This design comes from an exercise in tuning for small area on the open sky130 flow, not from production work.
The RTL was checked by simulation tests, not by an equivalence proof against the original design.
The clock input has no modelled driver; a real chip could not lean on it and would need a root buffer or a full tree.
Power is estimated from default activity; no workload was simulated.

before:
==> flow/design.v (excerpt) <==
module spi #(parameter N = 4, parameter cpol = 0, parameter cpha = 0)
(
    input clk,  
    input rst,  
    input start,
    input [11:0] din,
    input [N-1 : 0] which_slave_enabled,
    output [N-1 : 0] cs,  
    output reg mosi,
    output done,
    output reg [11:0] bits_sent,    
    output sclk  
);
==> module spi, before the edit <==
module spi #(parameter N = 4, parameter cpol = 0, parameter cpha = 0)
(
    input clk,  
    input rst,  
    input start,
    input [11:0] din,
    input [N-1 : 0] which_slave_enabled,
    output [N-1 : 0] cs,  
    output reg mosi,
    output done,
    output reg [11:0] bits_sent,    
    output sclk  
);
    reg a, b, c;
    reg sclkt;
    wire last = a & c;
    always @(posedge clk) begin
        a <= ~rst & ~c;
        b <= ~rst & ~a;
        c <= rst | ~b;
        sclkt <= ~rst & (sclkt ^ last);
    end
    wire g = last & ~sclkt & ~rst;    
    reg [3:0] st;
    wire st_i = (st == 4'd14);
    wire st_l = (st == 4'd15);
    wire st_e = (st == 4'd13);
    wire onehot = (which_slave_enabled == 4'b0001) | (which_slave_enabled == 4'b0010) |
                  (which_slave_enabled == 4'b0100) | (which_slave_enabled == 4'b1000);
    wire inc = g & (~st_i | start);
    wire ld = g & st_l;
    wire hold = ~rst & ~g;
    wire [3:0] hi = {1'b0, g & st[3] & ~st[2], g & ~st[3] & st[2], g & ~st[3] & ~st[2]};
    wire [3:0] lo = {st[1] & st[0], st[1] & ~st[0], ~st[1] & st[0], ~st[1] & ~st[0]};
    wire [11:0] wr = {{4{hi[2]}} & lo, {4{hi[1]}} & lo, {4{hi[0]}} & lo};
    wire keep = hold | (g & ~st_i & ~st_l);
    reg idx1, x;
    wire [1:0] idx = {idx1, x};
    assign done = x & st_i;
    wire sel_ok = (st == 4'd0) ? mosi : bits_sent[0];
    wire active = ~(st[3] & st[2] & st[1]) & sel_ok;
    assign cs = ~({4{active}} & {idx == 2'd3, idx == 2'd2, idx == 2'd1, idx == 2'd0});
    always @(posedge clk) begin
        if (rst) st <= 4'd14;
        else if (inc) st <= st + 4'd1;
        if (ld) idx1 <= which_slave_enabled[3] | which_slave_enabled[2];
        x <= (g & st_e) | (ld & (which_slave_enabled[3] | which_slave_enabled[1])) |
             (hold & x) | (g & ~st_e & ~st_l & ~st_i & x);
        mosi <= (ld & onehot) | (|(wr & bits_sent)) | (hold & mosi);
        bits_sent <= (wr & {12{mosi}}) | ({12{ld}} & din) | ({12{keep}} & ~wr & bits_sent);
    end
    assign sclk = sclkt;
endmodule
==> flow/config.mk <==
export PLATFORM = sky130hd
export DESIGN_NAME = spi
export DESIGN_NICKNAME = spi
export VERILOG_FILES = /design/flow/design.v
export SDC_FILE = /design/flow/constraint.sdc
export NUM_CORES = 4
export LEC_CHECK = 0
export CAP_MARGIN = 20
export CORE_AREA = 2 2 62 62
export DIE_AREA = 0 0 64 64
export SLEW_MARGIN = 20
==> flow/constraint.sdc <==
create_clock -name core_clock -period 5.0 [get_ports {clk}]
set_input_delay 1.0000 -clock core_clock [delete_from_list [all_inputs] [get_ports {clk}]]
set_output_delay 1.0000 -clock core_clock [all_outputs]
set_load 0.01 [all_outputs]
standard.sh (not shown) runs the stock make flow with config.mk's settings and CLKGATE_MAP_FILE= SYNTH_SCRIPT=/design/flow/synth_recipe.tcl, a recipe that flattens the netlist after the stock synthesis.
==> flow/flow/run.sh <==
#!/bin/bash
# Own layout flow: the standard flow (standard.sh) with these changes.
#  - Synthesis: the standard flow's synthesis script (synth_recipe.tcl: same registers and names), but
#    ABC maps the logic with an area-oriented script (flow/abc.script) instead of ORFS's
#    speed script, and Yosys's half/full-adder extraction is skipped so ABC sees all logic.
#  - Port buffers: sky130_fd_sc_hd__buf_1 on every input and output port.
#  - Clock tree: CTS builds it from clkbuf_8 buffers without dummy loads; then
#    flow/onebuf.tcl (a POST_CTS hook) collapses it into one clkbuf_16 that the clock
#    port drives and that drives every register.
# Each step's full output goes to its own log file in the work folder.
set -euo pipefail
W=$(pwd)
F=$W/flow
{
  echo 'proc extract_fa {args} { puts "own flow: adder extraction skipped" }'
  echo 'proc abc {args} {'
  echo '  set i [lsearch -exact $args -script]'
  echo "  if {\$i >= 0} { set args [lreplace \$args \$i [expr {\$i+1}] -script $F/abc.script] }"
  echo '  yosys abc {*}$args'
  echo '}'
  cat "$W/synth_recipe.tcl"
} > "$W/own_synth.tcl"
KNOBS=(
  "SYNTH_SCRIPT=$W/own_synth.tcl"
  "BUFFER_PORTS_ARGS=-buffer_cell sky130_fd_sc_hd__buf_1"
  "POST_CTS_TCL=$F/onebuf.tcl"
  "CTS_ARGS=-sink_clustering_enable -repair_clock_nets -buf_list sky130_fd_sc_hd__clkbuf_8 -root_buf sky130_fd_sc_hd__clkbuf_8 -dont_use_dummy_load"
)
bash "$W/standard.sh" synth "${KNOBS[@]}" > "$W/own_synth.log" 2>&1
bash "$W/standard.sh" finish "${KNOBS[@]}" > "$W/own_layout.log" 2>&1
Other scripts of this flow, unchanged in this note and not shown: flow/flow/abc.script, flow/flow/onebuf.tcl
Input-level comparison between after and before:
--- a/flow/design.v
+++ b/flow/design.v
@@ -21,28 +21,30 @@
         sclkt <= ~rst & (sclkt ^ last);
     end
     wire g = last & ~sclkt & ~rst;    
     reg [3:0] st;
-    wire st_i = (st == 4'd14);
-    wire st_l = (st == 4'd15);
-    wire st_e = (st == 4'd13);
+    wire st_i = (st == 4'd12);
+    wire st_l = (st == 4'd13);
+    wire st_e = (st == 4'd11);
     wire onehot = (which_slave_enabled == 4'b0001) | (which_slave_enabled == 4'b0010) |
                   (which_slave_enabled == 4'b0100) | (which_slave_enabled == 4'b1000);
     wire inc = g & (~st_i | start);
     wire ld = g & st_l;
     wire hold = ~rst & ~g;
-    wire [3:0] hi = {1'b0, g & st[3] & ~st[2], g & ~st[3] & st[2], g & ~st[3] & ~st[2]};
-    wire [3:0] lo = {st[1] & st[0], st[1] & ~st[0], ~st[1] & st[0], ~st[1] & ~st[0]};
-    wire [11:0] wr = {{4{hi[2]}} & lo, {4{hi[1]}} & lo, {4{hi[0]}} & lo};
+    wire [11:0] wr;
+    genvar gi;
+    generate for (gi = 0; gi < 12; gi = gi + 1) begin : w
+        assign wr[gi] = g & (st == (((gi + 14) % 16)));
+    end endgenerate
     wire keep = hold | (g & ~st_i & ~st_l);
     reg idx1, x;
     wire [1:0] idx = {idx1, x};
     assign done = x & st_i;
-    wire sel_ok = (st == 4'd0) ? mosi : bits_sent[0];
-    wire active = ~(st[3] & st[2] & st[1]) & sel_ok;
+    wire sel_ok = (st == 4'd14) ? mosi : bits_sent[0];
+    wire active = ~(st == 4'd12 || st == 4'd13) & sel_ok;
     assign cs = ~({4{active}} & {idx == 2'd3, idx == 2'd2, idx == 2'd1, idx == 2'd0});
     always @(posedge clk) begin
-        if (rst) st <= 4'd14;
+        if (rst) st <= 4'd12;
         else if (inc) st <= st + 4'd1;
         if (ld) idx1 <= which_slave_enabled[3] | which_slave_enabled[2];
         x <= (g & st_e) | (ld & (which_slave_enabled[3] | which_slave_enabled[1])) |
              (hold & x) | (g & ~st_e & ~st_l & ~st_i & x);
Notes after the runs:
- Longest individual stage delay on the worst path: before and after compared, lower one is before
- Going from before to after, xor-xnor portion of the synthesized cell area decreased 1.7 points, clock network contribution to total cell area essentially unchanged, combinational group share of total power decreased 0.4 points, length of routed wiring on met1 increased 75 um.
- Per the comparison of after with before, design area -1.6%, first-pass GRT wire length -7.0%.
- Final cell count: after lower than before
- From before to after, share of async-settable or async-resettable flops after synthesis did not move at all.
- after: worst hold slack is 0.011 ns lower than what before reported.
- Between after and before, it is after whose total power is higher, by 0.71%.
- Looking at worst slack at placement, after sits 0.17 ns higher than before does.
- Measured against each other, before and after differ in buffer share of cell area, the higher figure coming from before.
- before leaves less setup margin than after.

port drivers added, routing unchanged:
Ports are ideal in the flow. The routed layouts listed here were re-timed in OpenROAD. Step 1 (the two cells are an assumption about what drives the block):
set clk [get_ports {clk}]
set_driving_cell -lib_cell sky130_fd_sc_hd__clkbuf_16 $clk
set_driving_cell -lib_cell sky130_fd_sc_hd__buf_2 [delete_from_list [all_inputs] $clk]
Step 2 times the ports against the registers' clock, not the clock port: input delays grow and output delays shrink by t, the midpoint of the rising clock arrivals with the driver on. Three values: ideal ports, drivers, drivers and shift; two values: the first two.
run | t (ns) | setup WS [ns] | worst slew at a driven data input, ns
before | 0.178 | 2.263 / 2.236 / 2.195 | 0.04
after | 0.178 | 2.413 / 2.388 / 2.347 | 0.04
After both steps setup and hold are still met in every run listed. For before, which loses most, drivers alone change the setup slack by -0.027 ns; drivers and shift together by -0.068 ns.
